Source: an optimization exercise on an open RTL-to-GDS flow (aim: small area). Production flows keep margins and buffers that such runs may drop. Function was checked by simulation only, so behaviour that the tests miss may differ from the original. Power is estimated from default activity; no workload was simulated.

==> flow/design.v (excerpt) <==
module top (input wire clk,
            input wire rst,
            input wire mic_data_1,
            input wire mic_data_2,
            output wire serial_tx,
            output wire mic_clk_1,
            output wire mic_clk_2,
            output wire sel_2,
            output wire serial_split);
export LEC_CHECK = 0
export CAP_MARGIN = 20
export CORE_MARGIN = 2
export CORE_UTILIZATION = 60
export PLACE_DENSITY = 0.9
export SLEW_MARGIN = 20
create_clock -name core_clock -period 10.0 [get_ports {clk}]
standard.sh (not shown) runs the stock make flow with config.mk's settings and CLKGATE_MAP_FILE= SYNTH_SCRIPT=/design/flow/synth_recipe.tcl, a recipe that flattens the netlist after the stock synthesis.
==> flow/flow/run.sh <==
#!/bin/bash
# Layout flow: the standard layout, except that
#  - synthesis maps the logic with an area-oriented ABC script (no buffering
#    or upsizing in ABC); it is otherwise ORFS's synthesis with the standard flow's
#    synthesis script, so the registers are the standard synthesis's;
#  - clock tree synthesis inserts no dummy loads;
#  - every input and output port is buffered with the smallest buffer.
set -euo pipefail
W=$PWD
rm -rf "$W/scripts_area"
cp -r "$FLOW_HOME/scripts" "$W/scripts_area"
printf 'strash\ndc2\ndch -f\namap\n' > "$W/scripts_area/abc_area.script"
make -C "$FLOW_HOME" DESIGN_CONFIG="$W/config.mk" WORK_HOME="$W/orfs" CLKGATE_MAP_FILE= \
  SYNTH_SCRIPT="$W/synth_recipe.tcl" SCRIPTS_DIR="$W/scripts_area" ABC_AREA=1 synth \
  > "$W/synth_area.log" 2>&1
export CTS_ARGS="-sink_clustering_enable -repair_clock_nets -sink_clustering_size 24 -sink_clustering_max_diameter 45 -buf_list sky130_fd_sc_hd__clkbuf_8 -dont_use_dummy_load"
export BUFFER_PORTS_ARGS="-buffer_cell sky130_fd_sc_hd__buf_1"
bash standard.sh > "$W/layout.log" 2>&1
Rerun with:
--- a/flow/flow/run.sh
+++ b/flow/flow/run.sh
@@ -6,2 +6 @@
-#  - clock tree synthesis inserts no dummy loads;
-#  - every input and output port is buffered with the smallest buffer.
+#  - clock tree synthesis inserts no dummy loads.
@@ -16,2 +15 @@
-export CTS_ARGS="-sink_clustering_enable -repair_clock_nets -sink_clustering_size 24 -sink_clustering_max_diameter 45 -buf_list sky130_fd_sc_hd__clkbuf_8 -dont_use_dummy_load"
-export BUFFER_PORTS_ARGS="-buffer_cell sky130_fd_sc_hd__buf_1"
+export CTS_ARGS="-sink_clustering_enable -repair_clock_nets -sink_clustering_size 20 -sink_clustering_max_diameter 60 -buf_list sky130_fd_sc_hd__clkbuf_8 -dont_use_dummy_load"
--- a/flow/config.mk
+++ b/flow/config.mk
@@ -11 +11 @@
-export PLACE_DENSITY = 0.9
+export PLACE_DENSITY = 0.75
The changed run went through all stages and came out clean.
Utilization came out lower by 0.12 points.
Setup slack improved by 0.070 ns.
Die area stays the same.
Clock power came out lower by 6.6%.
Clock skew came out lower by 0.027 ns.
Design area is about the same.
Sequential share of layout area came out higher by 0.12 points.
Hold slack improved by 0.040 ns.
Routed wire length came out lower by about 3%.
Non-clock buffer count does not change.
Via count came out lower by about 3.7%.
Rerun with:
--- a/flow/flow/run.sh
+++ b/flow/flow/run.sh
@@ -6 +6,2 @@
-#  - clock tree synthesis inserts no dummy loads.
+#  - clock tree synthesis inserts no dummy loads;
+#  - every input and output port is buffered with the smallest buffer.
@@ -15 +16,2 @@
-export CTS_ARGS="-sink_clustering_enable -repair_clock_nets -sink_clustering_size 20 -sink_clustering_max_diameter 60 -buf_list sky130_fd_sc_hd__clkbuf_8 -dont_use_dummy_load"
+export CTS_ARGS="-sink_clustering_enable -repair_clock_nets -sink_clustering_size 22 -sink_clustering_max_diameter 50 -buf_list sky130_fd_sc_hd__clkbuf_8 -dont_use_dummy_load"
+export BUFFER_PORTS_ARGS="-buffer_cell sky130_fd_sc_hd__buf_1"
--- a/flow/config.mk
+++ b/flow/config.mk
@@ -10,2 +10,2 @@
-export CORE_UTILIZATION = 60
-export PLACE_DENSITY = 0.75
+export CORE_UTILIZATION = 70
+export PLACE_DENSITY = 0.85
Sequential power barely changes.
Core utilization went up by 9.8 points.
Register-to-register slack gets better by 0.02 ns.
Rerun with:
--- a/flow/flow/run.sh
+++ b/flow/flow/run.sh
@@ -6,2 +6 @@
-#  - clock tree synthesis inserts no dummy loads;
-#  - every input and output port is buffered with the smallest buffer.
+#  - clock tree synthesis inserts no dummy loads.
@@ -16,2 +15 @@
-export CTS_ARGS="-sink_clustering_enable -repair_clock_nets -sink_clustering_size 22 -sink_clustering_max_diameter 50 -buf_list sky130_fd_sc_hd__clkbuf_8 -dont_use_dummy_load"
-export BUFFER_PORTS_ARGS="-buffer_cell sky130_fd_sc_hd__buf_1"
+export CTS_ARGS="-sink_clustering_enable -repair_clock_nets -sink_clustering_size 22 -sink_clustering_max_diameter 55 -buf_list sky130_fd_sc_hd__clkbuf_8 -dont_use_dummy_load"
--- a/flow/config.mk
+++ b/flow/config.mk
@@ -10,2 +10,2 @@
-export CORE_UTILIZATION = 70
-export PLACE_DENSITY = 0.85
+export CORE_UTILIZATION = 60
+export PLACE_DENSITY = 0.75
What happened: Fmax stays flat. Final cell count climbs by 3.2%. Sequential cell count does not change. Utilization decreases by 9.8 points. Total power goes down by about 2.2%. Setup slack improved by 0.0065 ns. Wire length shrinks by about 7%. Synthesized area stays the same. Cell area grows by about 0.33%. Clock-buffer cell count is lower by 4.
Rerun with:
--- a/flow/flow/run.sh
+++ b/flow/flow/run.sh
@@ -6 +6,2 @@
-#  - clock tree synthesis inserts no dummy loads.
+#  - clock tree synthesis inserts no dummy loads;
+#  - every input and output port is buffered with the smallest buffer.
@@ -15 +16,2 @@
-export CTS_ARGS="-sink_clustering_enable -repair_clock_nets -sink_clustering_size 22 -sink_clustering_max_diameter 55 -buf_list sky130_fd_sc_hd__clkbuf_8 -dont_use_dummy_load"
+export CTS_ARGS="-sink_clustering_enable -repair_clock_nets -sink_clustering_size 18 -sink_clustering_max_diameter 50 -buf_list sky130_fd_sc_hd__clkbuf_8 -dont_use_dummy_load"
+export BUFFER_PORTS_ARGS="-buffer_cell sky130_fd_sc_hd__buf_1"
Register-to-register slack gets worse by 0.10 ns.
Clock-buffer cell count climbs by 5.
Clock skew climbs by 0.0091 ns.
Maximum frequency drops by 1.7%.
Combinational power drops by about 1%.
Global-route usage hardly moves.
Worst setup slack gets worse by 0.10 ns.
Area after synthesis stays the same.
Sequential cell count does not change.
Die area does not change.
Final area stays flat.
Rerun with:
--- a/flow/flow/run.sh
+++ b/flow/flow/run.sh
@@ -16 +16 @@
-export CTS_ARGS="-sink_clustering_enable -repair_clock_nets -sink_clustering_size 18 -sink_clustering_max_diameter 50 -buf_list sky130_fd_sc_hd__clkbuf_8 -dont_use_dummy_load"
+export CTS_ARGS="-sink_clustering_enable -repair_clock_nets -sink_clustering_size 20 -sink_clustering_max_diameter 60 -buf_list sky130_fd_sc_hd__clkbuf_8 -dont_use_dummy_load"
Result: The changed run ran to the end with no violations; final cell count went down by 0.58%; maximum frequency went up by 1.0%; cell area went down by 0.79%; setup slack improved by 0.063 ns; via count went down by 0.49%; die area is unchanged; clock power went down by about 9%; first-iteration DRC count went up by 9.9%; core utilization went down by 0.52 points; routed wire length went up by 0.43%; clock skew went down by 0.013 ns.

[static timing again, ports no longer ideal]
No port has a modelled driver above. Below, the same layouts with a new extraction and two added sets of constraints.
Step 1, drivers: a clkbuf_16 drives clk and a buf_2 each remaining input, both assumed.
Step 2 times the ports against the registers' clock, not the clock port: input delays grow and output delays shrink by t, the midpoint of the rising clock arrivals with the driver on.
Three values: ideal ports, drivers, drivers and shift; two values: the first two.
run | t, ns | slack for setup (ns) | worst setup path after step 2 | clock arrival spread, ns
the first run | 0.570 | 3.891 / 3.891 / 3.891 | register to register | 0.059 / 0.059
the second run | 0.561 | 3.961 / 3.961 / 3.961 | register to register | 0.032 / 0.033
the third run | 0.568 | 3.980 / 3.980 / 3.980 | register to register | 0.065 / 0.065
the fourth run | 0.555 | 3.987 / 3.987 / 3.987 | register to register | 0.048 / 0.048
the fifth run | 0.566 | 3.885 / 3.885 / 3.885 | register to register | 0.057 / 0.057
the sixth run | 0.571 | 3.948 / 3.948 / 3.948 | register to register | 0.044 / 0.044
After both steps every run listed still meets setup and hold.
